Source: an optimization exercise on an open RTL-to-GDS flow (aim: small area, a short achievable clock period and few clock cycles per item). Production flows keep margins and buffers that such runs may drop.
Function not checked in this run: the RTL went through the layout flow alone.
Power figures rest on the tool's default switching activity, not on a simulated workload.

File: design.v
module fpadd (
    clk, reset, start,
    a, b,
    sum,
    done,
    nan
);
    input clk, reset, start;
    input [31:0] a, b;
    output [31:0] sum;
    output done;
    output nan;
    wire        sa = a[31], sb = b[31];
    wire [7:0]  ea = a[30:23], eb = b[30:23];
    wire [22:0] fa = a[22:0], fb = b[22:0];
    wire fa_z = (fa == 23'd0);
    wire fb_z = (fb == 23'd0);
    wire ea_0 = (ea == 8'd0), eb_0 = (eb == 8'd0);
    wire ea_1 = (ea == 8'hff), eb_1 = (eb == 8'hff);
    wire za = ea_0 & fa_z, zb = eb_0 & fb_z;    
    wire ia = ea_1 & fa_z, ib = eb_1 & fb_z;    
    wire na = ea_1 & ~fa_z, nb = eb_1 & ~fb_z;  
    wire is_nan = na | nb;
    wire special = za | zb | ia | ib;
    wire pick_b = za | (~zb & ~ia);
    wire [7:0] ep = ea ^ ~eb;
    wire [7:0] eg = ea & ~eb;
    wire e1_g = eg[1] | (ep[1] & eg[0]);
    wire e1_p = ep[1] & ep[0];
    wire e2_g = eg[3] | (ep[3] & eg[2]);
    wire e2_p = ep[3] & ep[2];
    wire e3_g = eg[5] | (ep[5] & eg[4]);
    wire e3_p = ep[5] & ep[4];
    wire e4_g = eg[7] | (ep[7] & eg[6]);
    wire e4_p = ep[7] & ep[6];
    wire e5_g = eg[2] | (ep[2] & e1_g);
    wire e5_p = ep[2] & e1_p;
    wire e6_g = e2_g | (e2_p & e1_g);
    wire e6_p = e2_p & e1_p;
    wire e7_g = eg[6] | (ep[6] & e3_g);
    wire e7_p = ep[6] & e3_p;
    wire e8_g = e4_g | (e4_p & e3_g);
    wire e8_p = e4_p & e3_p;
    wire e9_g = eg[4] | (ep[4] & e6_g);
    wire e9_p = ep[4] & e6_p;
    wire e10_g = e3_g | (e3_p & e6_g);
    wire e10_p = e3_p & e6_p;
    wire e11_g = e7_g | (e7_p & e6_g);
    wire e11_p = e7_p & e6_p;
    wire e12_g = e8_g | (e8_p & e6_g);
    wire e12_p = e8_p & e6_p;
    wire       ec = e12_g;
    wire       e_lt = ~ec;
    wire       e_eq = e12_p;
    wire [7:0] ecc = {e11_g | (e11_p & ec), e10_g | (e10_p & ec), e9_g | (e9_p & ec), e6_g | (e6_p & ec), e5_g | (e5_p & ec), e1_g | (e1_p & ec), eg[0] | (ep[0] & ec), ec};
    wire [7:0] d = ep ^ ecc ^ {8{e_lt}};
    wire        swap = special ? pick_b : e_lt;
    wire [23:0] mx = swap ? {1'b1, fb} : {1'b1, fa};
    wire [23:0] my = swap ? {1'b1, fa} : {1'b1, fb};
    wire [7:0]  ex = swap ? eb : ea;
    wire        sub = (sa ^ sb) & ~special;
    wire        sx0 = swap ? sb : sa;
    wire kill = special | (d[7:5] != 3'd0);
    wire [23:0] ys = kill ? 24'd0 : (my >> d[4:0]);
    wire        neg = sub & e_eq & (fb < fa);
    wire        sx = sx0 ^ neg;
    wire        cpl = sub & ~neg;
    wire [23:0] xi = mx ^ {24{sub}};
    wire [23:0] p = xi ^ ys;
    wire [23:0] g = xi & ys;
    wire [23:0] pn = p ^ {24{cpl}};
    wire pg13_g = g[0] | (p[0] & neg);
    wire pg14_g = g[1] | (p[1] & g[0]);
    wire pg14_p = p[1] & p[0];
    wire pg15_g = g[2] | (p[2] & g[1]);
    wire pg15_p = p[2] & p[1];
    wire pg16_g = g[3] | (p[3] & g[2]);
    wire pg16_p = p[3] & p[2];
    wire pg17_g = g[4] | (p[4] & g[3]);
    wire pg17_p = p[4] & p[3];
    wire pg18_g = g[5] | (p[5] & g[4]);
    wire pg18_p = p[5] & p[4];
    wire pg19_g = g[6] | (p[6] & g[5]);
    wire pg19_p = p[6] & p[5];
    wire pg20_g = g[7] | (p[7] & g[6]);
    wire pg20_p = p[7] & p[6];
    wire pg21_g = g[8] | (p[8] & g[7]);
    wire pg21_p = p[8] & p[7];
    wire pg22_g = g[9] | (p[9] & g[8]);
    wire pg22_p = p[9] & p[8];
    wire pg23_g = g[10] | (p[10] & g[9]);
    wire pg23_p = p[10] & p[9];
    wire pg24_g = g[11] | (p[11] & g[10]);
    wire pg24_p = p[11] & p[10];
    wire pg25_g = g[12] | (p[12] & g[11]);
    wire pg25_p = p[12] & p[11];
    wire pg26_g = g[13] | (p[13] & g[12]);
    wire pg26_p = p[13] & p[12];
    wire pg27_g = g[14] | (p[14] & g[13]);
    wire pg27_p = p[14] & p[13];
    wire pg28_g = g[15] | (p[15] & g[14]);
    wire pg28_p = p[15] & p[14];
    wire pg29_g = g[16] | (p[16] & g[15]);
    wire pg29_p = p[16] & p[15];
    wire pg30_g = g[17] | (p[17] & g[16]);
    wire pg30_p = p[17] & p[16];
    wire pg31_g = g[18] | (p[18] & g[17]);
    wire pg31_p = p[18] & p[17];
    wire pg32_g = g[19] | (p[19] & g[18]);
    wire pg32_p = p[19] & p[18];
    wire pg33_g = g[20] | (p[20] & g[19]);
    wire pg33_p = p[20] & p[19];
    wire pg34_g = g[21] | (p[21] & g[20]);
    wire pg34_p = p[21] & p[20];
    wire pg35_g = g[22] | (p[22] & g[21]);
    wire pg35_p = p[22] & p[21];
    wire pg36_g = g[23] | (p[23] & g[22]);
    wire pg36_p = p[23] & p[22];
    wire pg37_g = pg14_g | (pg14_p & neg);
    wire pg38_g = pg15_g | (pg15_p & pg13_g);
    wire pg39_g = pg16_g | (pg16_p & pg14_g);
    wire pg39_p = pg16_p & pg14_p;
    wire pg40_g = pg17_g | (pg17_p & pg15_g);
    wire pg40_p = pg17_p & pg15_p;
    wire pg41_g = pg18_g | (pg18_p & pg16_g);
    wire pg41_p = pg18_p & pg16_p;
    wire pg42_g = pg19_g | (pg19_p & pg17_g);
    wire pg42_p = pg19_p & pg17_p;
    wire pg43_g = pg20_g | (pg20_p & pg18_g);
    wire pg43_p = pg20_p & pg18_p;
    wire pg44_g = pg21_g | (pg21_p & pg19_g);
    wire pg44_p = pg21_p & pg19_p;
    wire pg45_g = pg22_g | (pg22_p & pg20_g);
    wire pg45_p = pg22_p & pg20_p;
    wire pg46_g = pg23_g | (pg23_p & pg21_g);
    wire pg46_p = pg23_p & pg21_p;
    wire pg47_g = pg24_g | (pg24_p & pg22_g);
    wire pg47_p = pg24_p & pg22_p;
    wire pg48_g = pg25_g | (pg25_p & pg23_g);
    wire pg48_p = pg25_p & pg23_p;
    wire pg49_g = pg26_g | (pg26_p & pg24_g);
    wire pg49_p = pg26_p & pg24_p;
    wire pg50_g = pg27_g | (pg27_p & pg25_g);
    wire pg50_p = pg27_p & pg25_p;
    wire pg51_g = pg28_g | (pg28_p & pg26_g);
    wire pg51_p = pg28_p & pg26_p;
    wire pg52_g = pg29_g | (pg29_p & pg27_g);
    wire pg52_p = pg29_p & pg27_p;
    wire pg53_g = pg30_g | (pg30_p & pg28_g);
    wire pg53_p = pg30_p & pg28_p;
    wire pg54_g = pg31_g | (pg31_p & pg29_g);
    wire pg54_p = pg31_p & pg29_p;
    wire pg55_g = pg32_g | (pg32_p & pg30_g);
    wire pg55_p = pg32_p & pg30_p;
    wire pg56_g = pg33_g | (pg33_p & pg31_g);
    wire pg56_p = pg33_p & pg31_p;
    wire pg57_g = pg34_g | (pg34_p & pg32_g);
    wire pg57_p = pg34_p & pg32_p;
    wire pg58_g = pg35_g | (pg35_p & pg33_g);
    wire pg58_p = pg35_p & pg33_p;
    wire pg59_g = pg36_g | (pg36_p & pg34_g);
    wire pg59_p = pg36_p & pg34_p;
    wire pg60_g = pg39_g | (pg39_p & neg);
    wire pg61_g = pg40_g | (pg40_p & pg13_g);
    wire pg62_g = pg41_g | (pg41_p & pg37_g);
    wire pg63_g = pg42_g | (pg42_p & pg38_g);
    wire pg64_g = pg43_g | (pg43_p & pg39_g);
    wire pg64_p = pg43_p & pg39_p;
    wire pg65_g = pg44_g | (pg44_p & pg40_g);
    wire pg65_p = pg44_p & pg40_p;
    wire pg66_g = pg45_g | (pg45_p & pg41_g);
    wire pg66_p = pg45_p & pg41_p;
    wire pg67_g = pg46_g | (pg46_p & pg42_g);
    wire pg67_p = pg46_p & pg42_p;
    wire pg68_g = pg47_g | (pg47_p & pg43_g);
    wire pg68_p = pg47_p & pg43_p;
    wire pg69_g = pg48_g | (pg48_p & pg44_g);
    wire pg69_p = pg48_p & pg44_p;
    wire pg70_g = pg49_g | (pg49_p & pg45_g);
    wire pg70_p = pg49_p & pg45_p;
    wire pg71_g = pg50_g | (pg50_p & pg46_g);
    wire pg71_p = pg50_p & pg46_p;
    wire pg72_g = pg51_g | (pg51_p & pg47_g);
    wire pg72_p = pg51_p & pg47_p;
    wire pg73_g = pg52_g | (pg52_p & pg48_g);
    wire pg73_p = pg52_p & pg48_p;
    wire pg74_g = pg53_g | (pg53_p & pg49_g);
    wire pg74_p = pg53_p & pg49_p;
    wire pg75_g = pg54_g | (pg54_p & pg50_g);
    wire pg75_p = pg54_p & pg50_p;
    wire pg76_g = pg55_g | (pg55_p & pg51_g);
    wire pg76_p = pg55_p & pg51_p;
    wire pg77_g = pg56_g | (pg56_p & pg52_g);
    wire pg77_p = pg56_p & pg52_p;
    wire pg78_g = pg57_g | (pg57_p & pg53_g);
    wire pg78_p = pg57_p & pg53_p;
    wire pg79_g = pg58_g | (pg58_p & pg54_g);
    wire pg79_p = pg58_p & pg54_p;
    wire pg80_g = pg59_g | (pg59_p & pg55_g);
    wire pg80_p = pg59_p & pg55_p;
    wire pg81_g = pg64_g | (pg64_p & neg);
    wire pg82_g = pg65_g | (pg65_p & pg13_g);
    wire pg83_g = pg66_g | (pg66_p & pg37_g);
    wire pg84_g = pg67_g | (pg67_p & pg38_g);
    wire pg85_g = pg68_g | (pg68_p & pg60_g);
    wire pg86_g = pg69_g | (pg69_p & pg61_g);
    wire pg87_g = pg70_g | (pg70_p & pg62_g);
    wire pg88_g = pg71_g | (pg71_p & pg63_g);
    wire pg89_g = pg72_g | (pg72_p & pg64_g);
    wire pg89_p = pg72_p & pg64_p;
    wire pg90_g = pg73_g | (pg73_p & pg65_g);
    wire pg90_p = pg73_p & pg65_p;
    wire pg91_g = pg74_g | (pg74_p & pg66_g);
    wire pg91_p = pg74_p & pg66_p;
    wire pg92_g = pg75_g | (pg75_p & pg67_g);
    wire pg92_p = pg75_p & pg67_p;
    wire pg93_g = pg76_g | (pg76_p & pg68_g);
    wire pg93_p = pg76_p & pg68_p;
    wire pg94_g = pg77_g | (pg77_p & pg69_g);
    wire pg94_p = pg77_p & pg69_p;
    wire pg95_g = pg78_g | (pg78_p & pg70_g);
    wire pg95_p = pg78_p & pg70_p;
    wire pg96_g = pg79_g | (pg79_p & pg71_g);
    wire pg96_p = pg79_p & pg71_p;
    wire pg97_g = pg80_g | (pg80_p & pg72_g);
    wire pg97_p = pg80_p & pg72_p;
    wire pg98_g = pg89_g | (pg89_p & neg);
    wire pg99_g = pg90_g | (pg90_p & pg13_g);
    wire pg100_g = pg91_g | (pg91_p & pg37_g);
    wire pg101_g = pg92_g | (pg92_p & pg38_g);
    wire pg102_g = pg93_g | (pg93_p & pg60_g);
    wire pg103_g = pg94_g | (pg94_p & pg61_g);
    wire pg104_g = pg95_g | (pg95_p & pg62_g);
    wire pg105_g = pg96_g | (pg96_p & pg63_g);
    wire pg106_g = pg97_g | (pg97_p & pg81_g);
    wire [24:0] c = {pg106_g, pg105_g, pg104_g, pg103_g, pg102_g, pg101_g, pg100_g, pg99_g, pg98_g, pg88_g, pg87_g, pg86_g, pg85_g, pg84_g, pg83_g, pg82_g, pg81_g, pg63_g, pg62_g, pg61_g, pg60_g, pg38_g, pg37_g, pg13_g, neg};
    wire [24:0] r = {c[24] & ~sub, pn ^ c[23:0]};
    reg [24:0] r_q;
    reg [7:0]  e_q;      
    reg        s_q;
    reg        nan_q;
    reg        done_q;
    always @(posedge clk) begin
        if (start) begin
            r_q   <= r;
            e_q   <= ex + 8'd1;
            s_q   <= sx;
            nan_q <= is_nan;
        end
        if (reset)
            done_q <= 1'b0;
        else if (start)
            done_q <= 1'b1;
    end
    wire [24:0] m = r_q;
    wire        s_o = s_q;
    reg [4:0] lz;
    integer i;
    always @(*) begin
        lz = 5'd25;
        for (i = 0; i < 25; i = i + 1)
            if (m[i]) lz = 5'd24 - i;
    end
    wire [4:0]  k = nan_q ? 5'd24 : lz;
    wire [24:0] rn = m << k;
    wire        zero = ~rn[24] | nan_q;
    wire [7:0]  en = e_q - {3'd0, k};
    assign sum  = {{9{~zero}} & {s_o, en}, rn[23:1]};
    assign nan  = nan_q;
    assign done = done_q;
endmodule
File: flow/run.sh
#!/bin/bash
# The standard layout (the standard.sh, unchanged synthesis), with
# sky130_fd_sc_hd__buf_1 port buffers; timing repair aims at a setup margin of
# 6.5 ns up to clock tree synthesis and 5 ns after global routing.
# Each make run's full output goes to its own log in the work folder.
set -euo pipefail
PB='BUFFER_PORTS_ARGS=-buffer_cell sky130_fd_sc_hd__buf_1'
bash standard.sh "$PB" SETUP_SLACK_MARGIN=6.5  cts > flow_to_cts.log 2>&1
bash standard.sh "$PB" SETUP_SLACK_MARGIN=5  finish > flow_finish.log 2>&1
File: standard.sh
#!/bin/bash
# synth_recipe.tcl (not shown) runs the flow's synth.tcl, then flattens the netlist and writes it again
# the make line also repeats each setting of config.mk as NAME=value (left out here)
make -C /OpenROAD-flow-scripts/flow DESIGN_CONFIG=/design/flow/config.mk WORK_HOME=/design/flow/orfs CLKGATE_MAP_FILE= SYNTH_SCRIPT=/design/flow/synth_recipe.tcl "${@:-finish}"
File: config.mk
export PLATFORM = sky130hd
export DESIGN_NAME = fpadd
export DESIGN_NICKNAME = fpadd
export VERILOG_FILES = /design/flow/design.v
export SDC_FILE = /design/flow/constraint.sdc
export NUM_CORES = 4
export LEC_CHECK = 0
export ABC_AREA = 1
export CAP_MARGIN = 20
export CORE_MARGIN = 2
export CORE_UTILIZATION = 60
export CTS_BUF_LIST = sky130_fd_sc_hd__clkbuf_4 sky130_fd_sc_hd__clkbuf_8
export SETUP_SLACK_MARGIN = 5
export SLEW_MARGIN = 20
File: constraint.sdc
create_clock -name core_clock -period 13.0 [get_ports {clk}]
set_input_delay 2.6000 -clock core_clock [delete_from_list [all_inputs] [get_ports {clk}]]
set_output_delay 2.6000 -clock core_clock [all_outputs]
set_load 0.01 [all_outputs]
==> impl_metrics.json <==
{
  "vias": 8813,
  "fin_crit_sh_pct": 52.73,
  "holdWs_ns": 0.4786,
  "p_leak_nw": 4.151,
  "post-route-worst-setup-slack_ns": 6.145,
  "p_sw_mw": 0.6473,
  "rsz0062_at_grt": "false",
  "grt_pass1_wl_mm": 38.10,
  "synth.area.top_cells": "nand2_1 (16%), edfxtp_1 (14%), ha_1 (9.9%)",
  "cpMaxStageDelayCell": "ha_1",
  "utilization_pct": 71.00,
  "p_int_mw": 0.5495,
  "ioPinCount": 101,
  "grt.busiest_layer": "met2",
  "reg2reg_to": "done_q$_SDFFE_PP0P_",
  "ys_ff_latch": 36,
  "postLayoutCellArea_um2": 8924,
  "arrival_ns": 6.91,
  "cts.clk_slew.worst_paths_ns": 0.08,
  "max_cap_violations": 0,
  "grt_start_max_net_pins": 55,
  "seqPwrFrac_pct": 18.2,
  "rows": 41,
  "grt_overflow": 0,
  "clk_path_buf_depth": 2,
  "cpPeakStageDelay_ns": 0.32,
  "crit_top_cell": "nand2_1",
  "cts-root-buf": "clkbuf_8",
  "antenna_found_initial": 0,
  "start_kind": "input port",
  "syn_avg_cell_area_um2": 6.110,
  "vdd_ir_drop_max_mv": 0.07616,
  "skew_ns": 0,
  "whs_endpoint": "done_q$_SDFFE_PP0P_",
  "grtUsageMet1_pct": 46.34,
  "finalHoldViolations": 0,
  "synthTopCellsByCount": "nand2_1 (324), inv_1 (145), nand3_1 (98), nor2_1 (94), xor2_1 (73)",
  "synth_ff_type": "edfxtp_1",
  "syn_area_um2": 7692,
  "clock-sinks": 36,
  "fmax_mhz": 145.9,
  "status": "complete, no violations",
  "synth-edff-count": 35,
  "netlist_instances": 1259,
  "power_density_nw_per_um2": 134.1,
  "min_period_ns": 6.855,
  "dr.pass1.iters": 8,
  "yosys.area.top_type": "nand2_1",
  "synth_cell_type_count": 52,
  "nNetsFinal": 1492,
  "io_buffers": 100,
  "pwr-share-comb_pct": 75.1,
  "wl_per_cell_um": 15.52,
  "hold_class": "reg2reg",
  "ys_seq_area_share_pct": 13.92,
  "die_w_um": 117.2,
  "fillCellCount": 1170,
  "syn_to_final_growth_pct": 16.01,
  "cts_buffers": 5,
  "grt.total_usage_pct": 35.04,
  "synth_nets": 1388,
  "drv_slew": 0,
  "setup_viol": 0,
  "finalSetupTns_ns": 0,
  "tightest_slew_ns": 0.9294,
  "dp_hpwl_mm": 17.49,
  "crit_type": "in2reg",
  "die_h_um": 117.2,
  "first_iter_violations": 956,
  "cp_data_required_time_ns": 13.06,
  "synth.most_common_cell": "nand2_1",
  "drc": 0,
  "place.gp.congestion": 0.9594,
  "async_reset_ff_share_pct": 0,
  "switching_share_pct": 54.09,
  "clk_latency_ns": 0.30,
  "crit_fanout": 8,
  "place_ws_ns": 5.283,
  "grt_use_met2_pct": 59.39,
  "core-area_um2": 12570,
  "r2r_cells": 2,
  "synth_warnings": 1,
  "maxSlewHeadroom_pct": 38.04,
  "rr_startpoint": "done_q$_SDFFE_PP0P_",
  "initial_core_util_pct": 61.20,
  "cts_tree": "yes",
  "yosysTopAreaCellShare_pct": 15.81,
  "avgViaCountPerCell": 5.738,
  "use_met3_pct": 2.729,
  "die-area_um2": 13740,
  "htreeDepth": 2,
  "dpl_cell_area_um2": 8112,
  "r2r_slack_ns": 12.43,
  "end_kind": "flop",
  "drive_above_1_share_pct": 12.46,
  "hp-start": "done_q$_SDFFE_PP0P_",
  "p_clk_share_pct": 6.7,
  "grt_pass1_vias": 7841,
  "drt-total-wl_mm": 23.84,
  "drtAntennaViolNets": 0,
  "num_antenna_cells": 0,
  "hold_depth": 2
}
cell usage in the layout (no fill, tap or decap), types with 12 or more instances in the layout:
cell,count
nand2_1,315
nand3_1,98
o211ai_1,28
nor2_2,14
nor2_1,91
edfxtp_1,35
inv_2,12
a21oi_1,55
buf_4,38
ha_1,51
o21ai_0,59
o21ai_1,61
inv_1,141
buf_1,96
xnor2_1,15
nand4_1,20
o21ai_2,18
xor2_1,69
worst max-delay path, delay by kind of cell:
family                   cells  cell delay [ns]
AO/OA/AOI/OAI               10             1.35
XOR/XNOR                     1             0.20
adder cells (fa/ha/maj)      2             0.56
buffers and inverters        7             0.86
AND/OR/NAND/NOR             16             1.32
final cells by class:
class	count	area (um^2)	area share [%]
Multi-Input combinational cell	1022	6264	70.19
Clock inverter	3	18.77	0.2103
Clock buffer	5	68.82	0.7712
Timing Repair Buffer	139	676.9	7.586
Inverter	159	609.3	6.828
Tap cell	172	215.2	2.412
Sequential cell	36	1071	12.00
sequential cells by signal, indices dropped and copies added, names as in the netlist:
register / count
nan_q: 1
r_q: 25
e_q: 8
s_q: 1
done_q: 1
power groups by stage:
stage | combinational (mW) | clock [mW] | sequential, mW
after floorplan | 0.620 | 0 | 0.209
after global placement | 0.774 | 0 | 0.219
after detailed placement | 0.776 | 0 | 0.220
after CTS | 0.869 | 0.0800 | 0.217
after global routing | 1.00 | 0.0850 | 0.224
final | 0.899 | 0.0799 | 0.218
metal layers:
layer	wire [um]	part of all wire, %
met5	0	0
met4	947	4.0
met3	1540	6.5
met2	10980	46
met1	10370	44
worst max path at each step:
stage	start	endpoint	slack [ns]	depth (start not counted)
after floorplan	b[28]	r_q[20]$_DFFE_PP_	6.51	29
after global placement	b[28]	r_q[24]$_DFFE_PP_	5.35	30
after detailed placement	b[28]	r_q[21]$_DFFE_PP_	5.28	33
after CTS	b[28]	r_q[21]$_DFFE_PP_	6.49	32
after global routing	b[29]	r_q[21]$_DFFE_PP_	5.83	34
final	b[29]	r_q[21]$_DFFE_PP_	6.15	36
cell families (layout without fill, tap and decap cells):
| kind of cell | count (synthesis) | in the layout | share of synthesized area [%] |
|---|---|---|---|
| compound gates | 267 | 267 | 20.06 |
| xor+xnor | 88 | 88 | 10.02 |
| fa+ha+maj | 62 | 62 | 10.18 |
| buf+inv | 209 | 306 | 11.42 |
| flops | 36 | 36 | 13.92 |
| mux | 8 | 8 | 1.041 |
| simple gates | 589 | 597 | 33.36 |
stage by stage:
step                cells  total power, mW
detailed placement   1487           0.9961
finish               1536            1.197
CTS                  1536            1.166
global placement     1487           0.9934
floorplan            1259           0.8284
global route         1536            1.310
what timing repair did:
item | in CTS | in global routing
setup endpoints to repair | 28 | 0
hold buffers | 0 | 0
buffers inserted | 33 | 0
gates resized for setup | 84 | 0

-- afterwards: timing with drivers on the ports --
Ports are ideal in the flow. The routed layout listed here was re-timed in OpenROAD. Step 1 sets driving cells, clkbuf_16 on the clock port and buf_2 on the other inputs (assumed; they add their load-dependent delay and slew). Step 2, shift: input delay + t, output delay - t, t = (earliest + latest rising clock arrival at the registers) / 2. This alone moves slack from input paths to output paths. Slacks: ideal / step 1 / step 2; pairs: ideal / step 1.
t, ns: 0.326
setup slack, ns: 6.145 / 6.156 / 5.830
worst hold slack (ns): 0.479 / 0.479 / 0.479
pins driven straight from the clock port: 1
After both steps this run still meets setup and hold. The setup slack of this run moves by +0.011 ns with the drivers and by -0.315 ns with both steps.
